Context: an optimization exercise on an open-source flow, tuned for small area and a short achievable clock period. The choices shown serve that exercise and are no tape-out recipe. Function was checked by simulation only, so behaviour that the tests miss may differ from the original.

==> v35: inputs <==
// LEGLiteSingle
module LEGLiteSingle(
	output [15:0] iaddr,    
	output [15:0] daddr,    
	output        dwrite,   
	output        dread,    
	output [15:0] dwdata,   
	output [15:0] alu_out,  
	input         clock,
	input  [15:0] idata,    
	input  [15:0] ddata,    
	input         reset
	);
Settings: LEC_CHECK=0, CAP_MARGIN=20, CORE_MARGIN=2, CORE_UTILIZATION=40, SETUP_SLACK_MARGIN=3.6, SLEW_MARGIN=20, SYNTH_HIERARCHICAL=1; clock period 10.0 ns.
standard.sh (not shown) runs the stock make flow with config.mk's settings and CLKGATE_MAP_FILE= SYNTH_SCRIPT=/design/flow/synth_recipe.tcl, a recipe that flattens the netlist after the stock synthesis.
==> flow/flow/run.sh <==
#!/bin/bash
# The standard ORFS layout with these changes:
#  - port buffers are buf_1 instead of the delay cell buffer_ports picks;
#  - after floorplan, logic cells that synthesis upsized are set back to their
#    smallest size (flow/downsize.tcl), so that repair upsizes only what
#    timing needs;
#  - clock tree from clkbuf_4 in clusters at most 20 um across, without dummy loads;
set -euo pipefail
HERE=$(pwd)
ARGS=(
  "BUFFER_PORTS_ARGS=-buffer_cell sky130_fd_sc_hd__buf_1"
  "POST_FLOORPLAN_TCL=$HERE/flow/downsize.tcl"
  "CTS_ARGS=-sink_clustering_enable -repair_clock_nets -buf_list sky130_fd_sc_hd__clkbuf_4 -dont_use_dummy_load -sink_clustering_max_diameter 20"
)
bash standard.sh "${ARGS[@]}" cts > standard_cts.log 2>&1
bash standard.sh "${ARGS[@]}" SETUP_SLACK_MARGIN=3.3 finish > standard_finish.log 2>&1
==> flow/flow/downsize.tcl <==
# Resize every logic cell that synthesis upsized back to its smallest drive
# strength; later repair steps upsize only what timing needs.
set n_down 0
foreach inst [[ord::get_db_block] getInsts] {
  set m [[$inst getMaster] getName]
  if {[string match "*df*" $m] || [string match "*conb*" $m] || [string match "*tap*" $m]} { continue }
  if {![regexp {^(sky130_fd_sc_hd__[a-z0-9]+)_([0-9]+)$} $m -> base drive]} { continue }
  foreach d {0 1 2} {
    if {$d >= $drive} { break }
    set cand ${base}_$d
    set lc [get_lib_cells -quiet */$cand]
    if {$lc == ""} { continue }
    if {[get_property $lc dont_use]} { continue }
    replace_cell [$inst getName] $cand
    incr n_down
    break
  }
}
puts "downsize: $n_down cells downsized"
==> v4 (differences from v35) <==
--- a/flow/design.v
+++ b/flow/design.v
@@ -1,21 +1,15 @@
-module leg_immb(input [3:0] op, output y);    
-assign y = (op == 4'd5) | (op == 4'd6) | (op == 4'd8);
-endmodule
-module leg_regb(input [3:0] op, output y);    
-assign y = ~((op == 4'd5) | (op == 4'd6) | (op == 4'd7) | (op == 4'd8) | (op == 4'd9));
-endmodule
 module leg_decode(
 	input  [15:0] idata,
 	output [6:0]  sel1,      
-	output [6:0]  selb,      
-	output [6:0]  selt,      
+	output [6:0]  sel2,      
 	output [6:0]  we,        
 	output        imm_b,     
 	output        reg_b,     
 	output        is_andi,
+	output        not_andi,
 	output        is_ld,
 	output        is_st,
 	output        is_cbz
 	);
 wire [3:0] op = idata[15:12];
 wire [2:0] rd = idata[2:0];
@@ -24,54 +18,56 @@
 wire is_add  = (op == 4'd0);
 wire is_addi = (op == 4'd8);
 assign is_ld   = (op == 4'd5);
 assign is_st   = (op == 4'd6);
 assign is_cbz  = (op == 4'd7);
 assign is_andi = (op == 4'd9);
-leg_immb u_immb(.op(op), .y(imm_b));
-leg_regb u_regb(.op(op), .y(reg_b));
+wire use_imm   = is_ld | is_st | is_addi | is_andi;
+assign imm_b   = is_ld | is_st | is_addi;
+assign not_andi = ~is_andi;
 wire regwrite  = is_add | is_ld | is_addi | is_andi;
+assign reg_b   = ~use_imm & ~is_cbz;
+wire rt_port   = (op[3:1] == 3'b011);
 genvar k;
 generate
 	for (k = 0; k < 7; k = k + 1) begin : g_sel
 		assign sel1[k] = (rn == k);
-		assign selb[k] = (rm == k);
-		assign selt[k] = (rd == k);
+		assign sel2[k] = rt_port ? (rd == k) : (rm == k);
 		assign we[k]   = regwrite & (rd == k);
 	end
 endgenerate
 endmodule
-module leg_rd(input [6:0] s, input [6:0] d, output y);
+module leg_rd1(input [6:0] s, input [6:0] d, output y);
 assign y = |(s & d);
 endmodule
 module leg_aoi22(input a1, input a2, input b1, input b2, output y);
 assign y = ~((a1 & a2) | (b1 & b2));
 endmodule
 module leg_nand2(input a, input b, output y);
 assign y = ~(a & b);
 endmodule
 module leg_nand4(input a, input b, input c, input d, output y);
 assign y = ~(a & b & c & d);
 endmodule
-module leg_rdb(input [6:0] s, input [6:0] d, input reg_b, input imm, input imm_b, output y);
-wire n0, n1, n2, n3, r;
+module leg_rd2(input [6:0] s, input [6:0] d, input imm, input imm_b, input reg_b, input a, input m, output y, output b);
+wire n0, n1, n2, n3;
 leg_aoi22 u_a0(.a1(s[0]), .a2(d[0]), .b1(s[1]), .b2(d[1]), .y(n0));
 leg_aoi22 u_a1(.a1(s[2]), .a2(d[2]), .b1(s[3]), .b2(d[3]), .y(n1));
 leg_aoi22 u_a2(.a1(s[4]), .a2(d[4]), .b1(s[5]), .b2(d[5]), .y(n2));
 leg_nand2 u_a3(.a(s[6]), .b(d[6]), .y(n3));
-leg_nand4 u_o(.a(n0), .b(n1), .c(n2), .d(n3), .y(r));
-assign y = (r & reg_b) | (imm & imm_b);
-endmodule
-module leg_gn(input a, input b, output gn);
-assign gn = ~(a & b);
+leg_nand4 u_o(.a(n0), .b(n1), .c(n2), .d(n3), .y(y));
+assign b = (imm_b & imm) | (reg_b & y) | (a & m);
+endmodule
+module leg_gn(input a, input b, input nandi, output gn);
+assign gn = ~(a & b & nandi);
 endmodule
 module leg_tn(input a, input b, output tn);
 assign tn = ~(a | b);
 endmodule
-module leg_x(input a, input b, input m, output x);
-assign x = a ^ (b | (a & m));
+module leg_x(input a, input b, output x);
+assign x = a ^ b;
 endmodule
 module leg_blk_p(input gh, input ph, input gl, input pl, output gn, output pn);
 assign gn = ~(gh | (ph & gl));
 assign pn = ~(ph & pl);
 endmodule
 module leg_blk_n(input ghn, input phn, input gln, input pln, output g, output p);
@@ -90,14 +86,14 @@
 module leg_sum_p(input x, input c, output y);
 assign y = x ^ c;
 endmodule
 module leg_sum_n(input x, input cn, output y);
 assign y = ~(x ^ cn);
 endmodule
-module leg_wmux(input ld, input d, input r, output y);
-assign y = ld ? d : r;
+module leg_wmux(input ld, input nld, input d, input r, output y);
+assign y = (ld & d) | (nld & r);
 endmodule
 module leg_zero(input [15:0] a, output z);
 assign z = ~|a;
 endmodule
 module leg_pcnext(input [15:1] pc, input [5:0] imm, input taken, input reset, output [15:1] next);
 wire [5:0] step = taken ? imm : 6'd1;
@@ -116,21 +112,21 @@
 		assign all0[k] = all0[k-1] & ~hi[k-1];
 	end
 endgenerate
 assign hin = hi ^ (({9{up}} & all1) | ({9{dn}} & all0));
 assign next = reset ? 15'd0 : {hin, lo[5:0]};
 endmodule
-module leg_alu(input [15:0] ra, input [15:0] rb, input [15:0] m, output [15:0] y);
+module leg_alu(input [15:0] ra, input [15:0] rb, input nandi, output [15:0] y);
 wire G1, G2, P3, G4, P5, G6, P7, G8, P9, G10, P11, G12, P13, G14, P15, G16, P17, G18, P19, G20, P21, G22, P23, G24, P25, G26, P27, v28, G29, G30, G31, P32, G33, P34, G35, P36, G37, P38, G39, P40, G41, P42, G43, P44, G45, P46, G47, P48, G49, P50, G51, P52, G53, v54, G55, G56, G57, G58, P59, G60, P61, G62, P63, G64, P65, G66, P67, G68, P69, G70, P71, G72, G73, v74, G75, v76, G77, G78, G79, G80;
 wire [15:0] gn, tn, x;
 genvar i;
 generate
 	for (i = 0; i < 16; i = i + 1) begin : g_pg
-		leg_gn u_gn(.a(ra[i]), .b(rb[i]), .gn(gn[i]));
+		leg_gn u_gn(.a(ra[i]), .b(rb[i]), .nandi(nandi), .gn(gn[i]));
 		leg_tn u_tn(.a(ra[i]), .b(rb[i]), .tn(tn[i]));
-		leg_x u_x(.a(ra[i]), .b(rb[i]), .m(m[i]), .x(x[i]));
+		leg_x u_x(.a(ra[i]), .b(rb[i]), .x(x[i]));
 	end
 endgenerate
 leg_gry_n u_G1(.ghn(gn[1]), .phn(tn[1]), .gln(gn[0]), .g(G1));
 leg_blk_n u_G2(.ghn(gn[2]), .phn(tn[2]), .gln(gn[1]), .pln(tn[1]), .g(G2), .p(P3));
 leg_blk_n u_G4(.ghn(gn[3]), .phn(tn[3]), .gln(gn[2]), .pln(tn[2]), .g(G4), .p(P5));
 leg_blk_n u_G6(.ghn(gn[4]), .phn(tn[4]), .gln(gn[3]), .pln(tn[3]), .g(G6), .p(P7));
@@ -205,35 +201,36 @@
 	output [15:0] alu_out,  
 	input         clock,
 	input  [15:0] idata,    
 	input  [15:0] ddata,    
 	input         reset
 	);
-wire [6:0] sel1, selb, selt, we;
-wire imm_b, reg_b, is_andi, is_ld, is_st, is_cbz;
-leg_decode u_dec(.idata(idata), .sel1(sel1), .selb(selb), .selt(selt), .we(we), .imm_b(imm_b), .reg_b(reg_b),
-	.is_andi(is_andi), .is_ld(is_ld), .is_st(is_st), .is_cbz(is_cbz));
+wire [6:0] sel1, sel2, we;
+wire imm_b, reg_b, is_andi, not_andi, is_ld, is_st, is_cbz;
+leg_decode u_dec(.idata(idata), .sel1(sel1), .sel2(sel2), .we(we), .imm_b(imm_b), .reg_b(reg_b),
+	.is_andi(is_andi), .not_andi(not_andi), .is_ld(is_ld), .is_st(is_st), .is_cbz(is_cbz));
 reg [15:0] r0, r1, r2, r3, r4, r5, r6;
 wire [15:0] imm = {{10{idata[11]}}, idata[11:6]};
 wire [5:0] m6 = {6{is_andi}} & ~idata[11:6];
 wire [15:0] m = {{10{m6[5]}}, m6};
-wire [15:0] rdata1, rdatat, opb, result, wdata;
+wire [15:0] rdata1, rdata2, opb, result, wdata;
+wire not_ld = ~is_ld;
 genvar i;
 generate
 	for (i = 0; i < 16; i = i + 1) begin : g_bit
 		wire [6:0] d = {r6[i], r5[i], r4[i], r3[i], r2[i], r1[i], r0[i]};
-		leg_rd u_rd1(.s(sel1), .d(d), .y(rdata1[i]));
-		leg_rdb u_rdb(.s(selb), .d(d), .reg_b(reg_b), .imm(imm[i]), .imm_b(imm_b), .y(opb[i]));
-		leg_rd u_rdt(.s(selt), .d(d), .y(rdatat[i]));
-		leg_wmux u_wm(.ld(is_ld), .d(ddata[i]), .r(result[i]), .y(wdata[i]));
-	end
-endgenerate
-leg_alu u_alu(.ra(rdata1), .rb(opb), .m(m), .y(result));
+		leg_rd1 u_rd1(.s(sel1), .d(d), .y(rdata1[i]));
+		leg_rd2 u_rd2(.s(sel2), .d(d), .imm(imm[i]), .imm_b(imm_b), .reg_b(reg_b),
+			.a(rdata1[i]), .m(m[i]), .y(rdata2[i]), .b(opb[i]));
+		leg_wmux u_wm(.ld(is_ld), .nld(not_ld), .d(ddata[i]), .r(result[i]), .y(wdata[i]));
+	end
+endgenerate
+leg_alu u_alu(.ra(rdata1), .rb(opb), .nandi(not_andi), .y(result));
 assign alu_out = result;
 assign daddr   = result;
-assign dwdata  = rdatat;
+assign dwdata  = rdata2;
 assign dread   = is_ld;
 assign dwrite  = is_st;
 always @(posedge clock) begin
 	if (we[0]) r0 <= wdata;
 	if (we[1]) r1 <= wdata;
 	if (we[2]) r2 <= wdata;
==> flow/flow/run.sh (replaced) <==
#!/bin/bash
# The standard ORFS layout with these changes:
#  - port buffers are buf_1 instead of the delay cell buffer_ports picks;
#  - after floorplan, logic cells that synthesis upsized are set back to their
#    smallest size (flow/downsize.tcl), so that repair upsizes only what
#    timing needs;
#  - clock tree from clkbuf_4 in clusters at most 30 um across, without dummy loads.
# ORFS writes each step's log under orfs/logs/; make's own output goes to
# standard.log.
set -euo pipefail
HERE=$(pwd)
bash standard.sh \
  "BUFFER_PORTS_ARGS=-buffer_cell sky130_fd_sc_hd__buf_1" \
  "POST_FLOORPLAN_TCL=$HERE/flow/downsize.tcl" \
  "CTS_ARGS=-sink_clustering_enable -repair_clock_nets -buf_list sky130_fd_sc_hd__clkbuf_4 -dont_use_dummy_load -sink_clustering_max_diameter 30" \
  finish > standard.log 2>&1
--- a/flow/config.mk
+++ b/flow/config.mk
@@ -5,9 +5,9 @@
 export SDC_FILE = /design/flow/constraint.sdc
 export NUM_CORES = 4
 export LEC_CHECK = 0
 export CAP_MARGIN = 20
 export CORE_MARGIN = 2
 export CORE_UTILIZATION = 40
-export SETUP_SLACK_MARGIN = 3.6
+export SETUP_SLACK_MARGIN = 2.8
 export SLEW_MARGIN = 20
 export SYNTH_HIERARCHICAL = 1
==> comparison table <==
item	v35	v4
Die Width	145 um	140 um
Data arrival time of the critical path	4.51 ns	5.06 ns
Buffers inserted during post-CTS setup optimization	14	3
Adder and majority gate portion of the synthesized area	1.66%	1.79%
Sequential share of cell area	41.4%	45.4%
CP peak stage delay	0.32 ns	0.29 ns
Relative slew slack	25.0%	48.1%
Final standard cell utilization of the core	45.3%	44.6%
Multiplexer area fraction after synthesis	5.26%	0.270%
Signal buffers	131	130
Tcrit/Tclk final	65.1%	70.6%
Sequential element share of the synthesized area	45.9%	49.3%
Peak supply drop	97.1 uV	152 uV
Insertion delay of the later-clocked pin in the worst-skew pair	0.53 ns	0.55 ns
Run status	timing/DRC/antenna clean	timing/DRC/antenna clean
Highest Clock Rate	154 MHz	142 MHz
Beginning of the worst register-to-register path	r0[5]$_DFFE_PP_	r0[10]$_DFFE_PP_
Num tapcells	265	229
Number of cell rows	51	49


==> inputs of run C <==
LEGLiteSingle, a different RTL version from the one above (not shown whole).
==> module leg_wmux, before the edit <==
module leg_wmux(input ld, input d, input r, output y);
assign y = ld ? d : r;
endmodule
==> module LEGLiteSingle, before the edit <==
module LEGLiteSingle(
	output [15:0] iaddr,    
	output [15:0] daddr,    
	output        dwrite,   
	output        dread,    
	output [15:0] dwdata,   
	output [15:0] alu_out,  
	input         clock,
	input  [15:0] idata,    
	input  [15:0] ddata,    
	input         reset
	);
wire [6:0] sel1, sel2, we;
wire imm_b, reg_b, is_andi, not_andi, is_ld, is_st, is_cbz;
leg_decode u_dec(.idata(idata), .sel1(sel1), .sel2(sel2), .we(we), .imm_b(imm_b), .reg_b(reg_b),
	.is_andi(is_andi), .not_andi(not_andi), .is_ld(is_ld), .is_st(is_st), .is_cbz(is_cbz));
reg [15:0] r0, r1, r2, r3, r4, r5, r6;
wire [15:0] imm = {{10{idata[11]}}, idata[11:6]};
wire [5:0] m6 = {6{is_andi}} & ~idata[11:6];
wire [15:0] m = {{10{m6[5]}}, m6};
wire [15:0] rdata1, rdata2, opb, result, wdata;
genvar i;
generate
	for (i = 0; i < 16; i = i + 1) begin : g_bit
		wire [6:0] d = {r6[i], r5[i], r4[i], r3[i], r2[i], r1[i], r0[i]};
		leg_rd1 u_rd1(.s(sel1), .d(d), .y(rdata1[i]));
		leg_rd2 u_rd2(.s(sel2), .d(d), .imm(imm[i]), .imm_b(imm_b), .reg_b(reg_b),
			.a(rdata1[i]), .m(m[i]), .y(rdata2[i]), .b(opb[i]));
		leg_wmux u_wm(.ld(is_ld), .d(ddata[i]), .r(result[i]), .y(wdata[i]));
	end
endgenerate
leg_alu u_alu(.ra(rdata1), .rb(opb), .nandi(not_andi), .y(result));
assign alu_out = result;
assign daddr   = result;
assign dwdata  = rdata2;
assign dread   = is_ld;
assign dwrite  = is_st;
always @(posedge clock) begin
	if (we[0]) r0 <= wdata;
	if (we[1]) r1 <= wdata;
	if (we[2]) r2 <= wdata;
	if (we[3]) r3 <= wdata;
	if (we[4]) r4 <= wdata;
	if (we[5]) r5 <= wdata;
	if (we[6]) r6 <= wdata;
end
reg [15:1] pc;
wire zero;
wire [15:1] pc_next;
leg_zero u_zero(.a(rdata1), .z(zero));
leg_pcnext u_pc(.pc(pc), .imm(idata[11:6]), .taken(is_cbz & zero), .reset(reset), .next(pc_next));
always @(posedge clock) pc <= pc_next;
assign iaddr = {pc, 1'b0};
endmodule
==> flow/config.mk <==
export PLATFORM = sky130hd
export DESIGN_NAME = LEGLiteSingle
export DESIGN_NICKNAME = LEGLiteSingle
export VERILOG_FILES = /design/flow/design.v
export SDC_FILE = /design/flow/constraint.sdc
export NUM_CORES = 4
export LEC_CHECK = 0
export CAP_MARGIN = 20
export CORE_MARGIN = 2
export CORE_UTILIZATION = 40
export SETUP_SLACK_MARGIN = 3
export SLEW_MARGIN = 20
export SYNTH_HIERARCHICAL = 1
==> flow/constraint.sdc <==
create_clock -name core_clock -period 10.0 [get_ports {clock}]
set_input_delay 2.0000 -clock core_clock [delete_from_list [all_inputs] [get_ports {clock}]]
set_output_delay 2.0000 -clock core_clock [all_outputs]
set_load 0.01 [all_outputs]
==> flow/flow/run.sh <==
#!/bin/bash
# The standard ORFS layout with these changes:
#  - port buffers are buf_1 instead of the delay cell buffer_ports picks;
#  - after floorplan, logic cells that synthesis upsized are set back to their
#    smallest size (flow/downsize.tcl), so that repair upsizes only what
#    timing needs;
#  - clock tree from clkbuf_8 without dummy loads.
# ORFS writes each step's log under orfs/logs/; make's own output goes to
# standard.log.
set -euo pipefail
HERE=$(pwd)
bash standard.sh \
  "BUFFER_PORTS_ARGS=-buffer_cell sky130_fd_sc_hd__buf_1" \
  "POST_FLOORPLAN_TCL=$HERE/flow/downsize.tcl" \
  "CTS_ARGS=-sink_clustering_enable -repair_clock_nets -buf_list sky130_fd_sc_hd__clkbuf_8 -dont_use_dummy_load" \
  finish > standard.log 2>&1
Scripts as last shown in full above: flow/flow/downsize.tcl
==> inputs of run G, as changes to run C <==
--- a/flow/design.v
+++ b/flow/design.v
@@ -70,18 +70,18 @@
 assign y = ~a;
 endmodule
 module leg_sum_p(input x, input c, output y);
 assign y = x ^ c;
 endmodule
 module leg_sum_n(input x, input cn, output y);
 assign y = ~(x ^ cn);
 endmodule
-module leg_wmux(input ld, input d, input r, output y);
-assign y = ld ? d : r;
+module leg_wmux(input ld, input nld, input d, input r, output y);
+assign y = (ld & d) | (nld & r);
 endmodule
 module leg_zero(input [15:0] a, output z);
 assign z = ~|a;
 endmodule
 module leg_pcnext(input [15:1] pc, input [5:0] imm, input taken, input reset, output [15:1] next);
 wire [5:0] step = taken ? imm : 6'd1;
 wire [6:0] lo = {1'b0, pc[6:1]} + {1'b0, step};
 wire neg = taken & imm[5];
@@ -194,24 +194,25 @@
 wire imm_b, reg_b, is_andi, not_andi, is_ld, is_st, is_cbz;
 leg_decode u_dec(.idata(idata), .sel1(sel1), .sel2(sel2), .we(we), .imm_b(imm_b), .reg_b(reg_b),
 	.is_andi(is_andi), .not_andi(not_andi), .is_ld(is_ld), .is_st(is_st), .is_cbz(is_cbz));
 reg [15:0] r0, r1, r2, r3, r4, r5, r6;
 wire [15:0] imm = {{10{idata[11]}}, idata[11:6]};
 wire [5:0] m6 = {6{is_andi}} & ~idata[11:6];
 wire [15:0] m = {{10{m6[5]}}, m6};
 wire [15:0] rdata1, rdata2, opb, result, wdata;
+wire not_ld = ~is_ld;
 genvar i;
 generate
 	for (i = 0; i < 16; i = i + 1) begin : g_bit
 		wire [6:0] d = {r6[i], r5[i], r4[i], r3[i], r2[i], r1[i], r0[i]};
 		leg_rd1 u_rd1(.s(sel1), .d(d), .y(rdata1[i]));
 		leg_rd2 u_rd2(.s(sel2), .d(d), .imm(imm[i]), .imm_b(imm_b), .reg_b(reg_b),
 			.a(rdata1[i]), .m(m[i]), .y(rdata2[i]), .b(opb[i]));
-		leg_wmux u_wm(.ld(is_ld), .d(ddata[i]), .r(result[i]), .y(wdata[i]));
+		leg_wmux u_wm(.ld(is_ld), .nld(not_ld), .d(ddata[i]), .r(result[i]), .y(wdata[i]));
 	end
 endgenerate
 leg_alu u_alu(.ra(rdata1), .rb(opb), .nandi(not_andi), .y(result));
 assign alu_out = result;
 assign daddr   = result;
 assign dwdata  = rdata2;
 assign dread   = is_ld;
 assign dwrite  = is_st;
==> flow/flow/run.sh (replaced) <==
#!/bin/bash
# The standard ORFS layout with these changes:
#  - port buffers are buf_1 instead of the delay cell buffer_ports picks;
#  - after floorplan, logic cells that synthesis upsized are set back to their
#    smallest size (flow/downsize.tcl), so that repair upsizes only what
#    timing needs;
#  - clock tree from clkbuf_4 in clusters at most 30 um across, without dummy loads;
set -euo pipefail
HERE=$(pwd)
ARGS=(
  "BUFFER_PORTS_ARGS=-buffer_cell sky130_fd_sc_hd__buf_1"
  "POST_FLOORPLAN_TCL=$HERE/flow/downsize.tcl"
  "CTS_ARGS=-sink_clustering_enable -repair_clock_nets -buf_list sky130_fd_sc_hd__clkbuf_4 -dont_use_dummy_load -sink_clustering_max_diameter 30"
)
bash standard.sh "${ARGS[@]}" cts > standard_cts.log 2>&1
bash standard.sh "${ARGS[@]}" SETUP_SLACK_MARGIN=2.6 finish > standard_finish.log 2>&1
==> inputs of run Z, as changes to run C <==
--- a/flow/design.v
+++ b/flow/design.v
@@ -1,61 +1,58 @@
 module leg_decode(
 	input  [15:0] idata,
 	output [6:0]  sel1,      
 	output [6:0]  sel2,      
 	output [6:0]  we,        
-	output        imm_b,     
+	output        use_imm,
 	output        reg_b,     
 	output        is_andi,
-	output        not_andi,
 	output        is_ld,
 	output        is_st,
 	output        is_cbz
 	);
 wire [3:0] op = idata[15:12];
 wire [2:0] rd = idata[2:0];
 wire [2:0] rn = idata[5:3];
 wire [2:0] rm = idata[11:9];
 wire is_add  = (op == 4'd0);
 wire is_addi = (op == 4'd8);
 assign is_ld   = (op == 4'd5);
 assign is_st   = (op == 4'd6);
 assign is_cbz  = (op == 4'd7);
 assign is_andi = (op == 4'd9);
-wire use_imm   = is_ld | is_st | is_addi | is_andi;
-assign imm_b   = is_ld | is_st | is_addi;
-assign not_andi = ~is_andi;
+assign use_imm = is_ld | is_st | is_addi | is_andi;
 wire regwrite  = is_add | is_ld | is_addi | is_andi;
 assign reg_b   = ~use_imm & ~is_cbz;
 wire rt_port   = (op[3:1] == 3'b011);
 genvar k;
 generate
 	for (k = 0; k < 7; k = k + 1) begin : g_sel
 		assign sel1[k] = (rn == k);
 		assign sel2[k] = rt_port ? (rd == k) : (rm == k);
 		assign we[k]   = regwrite & (rd == k);
 	end
 endgenerate
 endmodule
 module leg_rd1(input [6:0] s, input [6:0] d, output y);
 assign y = |(s & d);
 endmodule
-module leg_rd2(input [6:0] s, input [6:0] d, input imm, input imm_b, input reg_b, input a, input m, output y, output b);
+module leg_rd2(input [6:0] s, input [6:0] d, input imm, input use_imm, input reg_b, output y, output b);
 assign y = |(s & d);
-assign b = (imm_b & imm) | (reg_b & y) | (a & m);
-endmodule
-module leg_gn(input a, input b, input nandi, output gn);
-assign gn = ~(a & b & nandi);
+assign b = (use_imm & imm) | (reg_b & y);
+endmodule
+module leg_gn(input a, input b, input andi, output gn);
+assign gn = ~(a & b & ~andi);
 endmodule
 module leg_tn(input a, input b, output tn);
 assign tn = ~(a | b);
 endmodule
-module leg_x(input a, input b, output x);
-assign x = a ^ b;
+module leg_x(input a, input b, input andi, output x);
+assign x = andi ? (a & b) : (a ^ b);
 endmodule
 module leg_blk_p(input gh, input ph, input gl, input pl, output gn, output pn);
 assign gn = ~(gh | (ph & gl));
 assign pn = ~(ph & pl);
 endmodule
 module leg_blk_n(input ghn, input phn, input gln, input pln, output g, output p);
 assign g = ~(ghn & (phn | gln));
 assign p = ~(phn | pln);
@@ -77,44 +74,29 @@
 endmodule
 module leg_wmux(input ld, input d, input r, output y);
 assign y = ld ? d : r;
 endmodule
 module leg_zero(input [15:0] a, output z);
 assign z = ~|a;
 endmodule
 module leg_pcnext(input [15:1] pc, input [5:0] imm, input taken, input reset, output [15:1] next);
-wire [5:0] step = taken ? imm : 6'd1;
-wire [6:0] lo = {1'b0, pc[6:1]} + {1'b0, step};
-wire neg = taken & imm[5];
-wire up = lo[6] & ~neg;
-wire dn = ~lo[6] & neg;
-wire [8:0] hi = pc[15:7];
-wire [8:0] all1, all0, hin;
-assign all1[0] = 1'b1;
-assign all0[0] = 1'b1;
-genvar k;
-generate
-	for (k = 1; k < 9; k = k + 1) begin : g_chain
-		assign all1[k] = all1[k-1] & hi[k-1];
-		assign all0[k] = all0[k-1] & ~hi[k-1];
-	end
-endgenerate
-assign hin = hi ^ (({9{up}} & all1) | ({9{dn}} & all0));
-assign next = reset ? 15'd0 : {hin, lo[5:0]};
-endmodule
-module leg_alu(input [15:0] ra, input [15:0] rb, input nandi, output [15:0] y);
+wire [15:1] inc = taken ? {{9{imm[5]}}, imm} : 15'd1;
+wire [15:1] sum = pc + inc;
+assign next = reset ? 15'd0 : sum;
+endmodule
+module leg_alu(input [15:0] ra, input [15:0] rb, input andi, output [15:0] y);
 wire G1, G2, P3, G4, P5, G6, P7, G8, P9, G10, P11, G12, P13, G14, P15, G16, P17, G18, P19, G20, P21, G22, P23, G24, P25, G26, P27, v28, G29, G30, G31, P32, G33, P34, G35, P36, G37, P38, G39, P40, G41, P42, G43, P44, G45, P46, G47, P48, G49, P50, G51, P52, G53, v54, G55, G56, G57, G58, P59, G60, P61, G62, P63, G64, P65, G66, P67, G68, P69, G70, P71, G72, G73, v74, G75, v76, G77, G78, G79, G80;
 wire [15:0] gn, tn, x;
 genvar i;
 generate
 	for (i = 0; i < 16; i = i + 1) begin : g_pg
-		leg_gn u_gn(.a(ra[i]), .b(rb[i]), .nandi(nandi), .gn(gn[i]));
+		leg_gn u_gn(.a(ra[i]), .b(rb[i]), .andi(andi), .gn(gn[i]));
 		leg_tn u_tn(.a(ra[i]), .b(rb[i]), .tn(tn[i]));
-		leg_x u_x(.a(ra[i]), .b(rb[i]), .x(x[i]));
+		leg_x u_x(.a(ra[i]), .b(rb[i]), .andi(andi), .x(x[i]));
 	end
 endgenerate
 leg_gry_n u_G1(.ghn(gn[1]), .phn(tn[1]), .gln(gn[0]), .g(G1));
 leg_blk_n u_G2(.ghn(gn[2]), .phn(tn[2]), .gln(gn[1]), .pln(tn[1]), .g(G2), .p(P3));
 leg_blk_n u_G4(.ghn(gn[3]), .phn(tn[3]), .gln(gn[2]), .pln(tn[2]), .g(G4), .p(P5));
 leg_blk_n u_G6(.ghn(gn[4]), .phn(tn[4]), .gln(gn[3]), .pln(tn[3]), .g(G6), .p(P7));
 leg_blk_n u_G8(.ghn(gn[5]), .phn(tn[5]), .gln(gn[4]), .pln(tn[4]), .g(G8), .p(P9));
 leg_blk_n u_G10(.ghn(gn[6]), .phn(tn[6]), .gln(gn[5]), .pln(tn[5]), .g(G10), .p(P11));
@@ -186,35 +168,32 @@
 	output [15:0] dwdata,   
 	output [15:0] alu_out,  
 	input         clock,
 	input  [15:0] idata,    
 	input  [15:0] ddata,    
 	input         reset
 	);
 wire [6:0] sel1, sel2, we;
-wire imm_b, reg_b, is_andi, not_andi, is_ld, is_st, is_cbz;
-leg_decode u_dec(.idata(idata), .sel1(sel1), .sel2(sel2), .we(we), .imm_b(imm_b), .reg_b(reg_b),
-	.is_andi(is_andi), .not_andi(not_andi), .is_ld(is_ld), .is_st(is_st), .is_cbz(is_cbz));
+wire use_imm, reg_b, is_andi, is_ld, is_st, is_cbz;
+leg_decode u_dec(.idata(idata), .sel1(sel1), .sel2(sel2), .we(we), .use_imm(use_imm), .reg_b(reg_b),
+	.is_andi(is_andi), .is_ld(is_ld), .is_st(is_st), .is_cbz(is_cbz));
 reg [15:0] r0, r1, r2, r3, r4, r5, r6;
 wire [15:0] imm = {{10{idata[11]}}, idata[11:6]};
-wire [5:0] m6 = {6{is_andi}} & ~idata[11:6];
-wire [15:0] m = {{10{m6[5]}}, m6};
 wire [15:0] rdata1, rdata2, opb, result, wdata;
 genvar i;
 generate
 	for (i = 0; i < 16; i = i + 1) begin : g_bit
 		wire [6:0] d = {r6[i], r5[i], r4[i], r3[i], r2[i], r1[i], r0[i]};
 		leg_rd1 u_rd1(.s(sel1), .d(d), .y(rdata1[i]));
-		leg_rd2 u_rd2(.s(sel2), .d(d), .imm(imm[i]), .imm_b(imm_b), .reg_b(reg_b),
-			.a(rdata1[i]), .m(m[i]), .y(rdata2[i]), .b(opb[i]));
+		leg_rd2 u_rd2(.s(sel2), .d(d), .imm(imm[i]), .use_imm(use_imm), .reg_b(reg_b), .y(rdata2[i]), .b(opb[i]));
 		leg_wmux u_wm(.ld(is_ld), .d(ddata[i]), .r(result[i]), .y(wdata[i]));
 	end
 endgenerate
-leg_alu u_alu(.ra(rdata1), .rb(opb), .nandi(not_andi), .y(result));
+leg_alu u_alu(.ra(rdata1), .rb(opb), .andi(is_andi), .y(result));
 assign alu_out = result;
 assign daddr   = result;
 assign dwdata  = rdata2;
 assign dread   = is_ld;
 assign dwrite  = is_st;
 always @(posedge clock) begin
 	if (we[0]) r0 <= wdata;
 	if (we[1]) r1 <= wdata;
==> inputs of run E, as changes to run C <==
--- a/flow/design.v
+++ b/flow/design.v
@@ -70,18 +70,18 @@
 assign y = ~a;
 endmodule
 module leg_sum_p(input x, input c, output y);
 assign y = x ^ c;
 endmodule
 module leg_sum_n(input x, input cn, output y);
 assign y = ~(x ^ cn);
 endmodule
-module leg_wmux(input ld, input d, input r, output y);
-assign y = ld ? d : r;
+module leg_wmux(input ld, input nld, input d, input r, output y);
+assign y = (ld & d) | (nld & r);
 endmodule
 module leg_zero(input [15:0] a, output z);
 assign z = ~|a;
 endmodule
 module leg_pcnext(input [15:1] pc, input [5:0] imm, input taken, input reset, output [15:1] next);
 wire [5:0] step = taken ? imm : 6'd1;
 wire [6:0] lo = {1'b0, pc[6:1]} + {1'b0, step};
 wire neg = taken & imm[5];
@@ -194,24 +194,25 @@
 wire imm_b, reg_b, is_andi, not_andi, is_ld, is_st, is_cbz;
 leg_decode u_dec(.idata(idata), .sel1(sel1), .sel2(sel2), .we(we), .imm_b(imm_b), .reg_b(reg_b),
 	.is_andi(is_andi), .not_andi(not_andi), .is_ld(is_ld), .is_st(is_st), .is_cbz(is_cbz));
 reg [15:0] r0, r1, r2, r3, r4, r5, r6;
 wire [15:0] imm = {{10{idata[11]}}, idata[11:6]};
 wire [5:0] m6 = {6{is_andi}} & ~idata[11:6];
 wire [15:0] m = {{10{m6[5]}}, m6};
 wire [15:0] rdata1, rdata2, opb, result, wdata;
+wire not_ld = ~is_ld;
 genvar i;
 generate
 	for (i = 0; i < 16; i = i + 1) begin : g_bit
 		wire [6:0] d = {r6[i], r5[i], r4[i], r3[i], r2[i], r1[i], r0[i]};
 		leg_rd1 u_rd1(.s(sel1), .d(d), .y(rdata1[i]));
 		leg_rd2 u_rd2(.s(sel2), .d(d), .imm(imm[i]), .imm_b(imm_b), .reg_b(reg_b),
 			.a(rdata1[i]), .m(m[i]), .y(rdata2[i]), .b(opb[i]));
-		leg_wmux u_wm(.ld(is_ld), .d(ddata[i]), .r(result[i]), .y(wdata[i]));
+		leg_wmux u_wm(.ld(is_ld), .nld(not_ld), .d(ddata[i]), .r(result[i]), .y(wdata[i]));
 	end
 endgenerate
 leg_alu u_alu(.ra(rdata1), .rb(opb), .nandi(not_andi), .y(result));
 assign alu_out = result;
 assign daddr   = result;
 assign dwdata  = rdata2;
 assign dread   = is_ld;
 assign dwrite  = is_st;
==> flow/flow/run.sh (replaced) <==
#!/bin/bash
# The standard ORFS layout with these changes:
#  - port buffers are buf_1 instead of the delay cell buffer_ports picks;
#  - after floorplan, logic cells that synthesis upsized are set back to their
#    smallest size (flow/downsize.tcl), so that repair upsizes only what
#    timing needs;
#  - clock tree from clkbuf_4 in clusters at most 30 um across, without dummy loads.
# ORFS writes each step's log under orfs/logs/; make's own output goes to
# standard.log.
set -euo pipefail
HERE=$(pwd)
bash standard.sh \
  "BUFFER_PORTS_ARGS=-buffer_cell sky130_fd_sc_hd__buf_1" \
  "POST_FLOORPLAN_TCL=$HERE/flow/downsize.tcl" \
  "CTS_ARGS=-sink_clustering_enable -repair_clock_nets -buf_list sky130_fd_sc_hd__clkbuf_4 -dont_use_dummy_load -sink_clustering_max_diameter 30" \
  finish > standard.log 2>&1
==> results.sh <==
export IMPL_tap_cells=234
export IMPL_synth_top_area_frac=0.447
export IMPL_status="complete, no violations"
export IMPL_wire_per_inst_um=23.0
export IMPL_die_area_sq_um=19900
export IMPL_dr_wl_met3_mm=1.82
export IMPL_pwr_density_cell_nw_per_um2=164
-- figures above: run Z

==> results.sh <==
export IMPL_status="complete, no violations"
export IMPL_die_area_sq_um=19300
export IMPL_tap_cells=229
export IMPL_pwr_density_cell_nw_per_um2=166
export IMPL_synth_top_area_frac=0.462
-- figures above: run C

==> results.sh <==
export IMPL_synth_top_area_frac=0.468
export IMPL_dr_wl_met3_mm=2.38
export IMPL_tap_cells=229
export IMPL_die_area_sq_um=19000
export IMPL_status="complete, no violations"
export IMPL_wire_per_inst_um=23.3
export IMPL_pwr_density_cell_nw_per_um2=159
export IMPL_hold_viol=0
-- figures above: run E

==> results.sh <==
export IMPL_status="complete, no violations"
export IMPL_die_area_sq_um=19000
export IMPL_wire_per_inst_um=23.2
export IMPL_dr_wl_met3_mm=2.38
export IMPL_pwr_density_cell_nw_per_um2=160
export IMPL_synth_top_area_frac=0.468
-- figures above: run G

## what the ideal ports hide
The flow's constraints put no driver on any port. The routed layouts listed below were extracted and timed again, unchanged, in two steps.
Step 1 sets driving cells, clkbuf_16 on the clock port and buf_2 on the other inputs (assumed; they add their load-dependent delay and slew).
Step 2 times the ports against the registers' clock, not the clock port: input delays grow and output delays shrink by t, the midpoint of the rising clock arrivals with the driver on.
Slacks: ideal ports / drivers / drivers and shift; pairs: ideal ports / drivers.
| run | t (ns) | setup slack, ns | slew at the worst register clock pin (ns) |
|---|---|---|---|
| v35 | 0.550 | 3.488 / 3.463 / 3.135 | 0.12 / 0.12 |
| v4 | 0.565 | 2.938 / 2.913 / 2.913 | 0.11 / 0.11 |
| run C | 0.467 | 3.145 / 3.124 / 2.943 | 0.07 / 0.07 |
| run G | 0.554 | 2.967 / 2.946 / 2.946 | 0.11 / 0.11 |
| run Z | 0.482 | 3.136 / 3.095 / 3.095 | 0.08 / 0.08 |
| run E | 0.557 | 3.093 / 3.070 / 3.047 | 0.11 / 0.11 |
After both steps every run listed still meets setup and hold. The setup slack of v35, which loses most, moves by -0.025 ns with the drivers and by -0.353 ns with both steps.
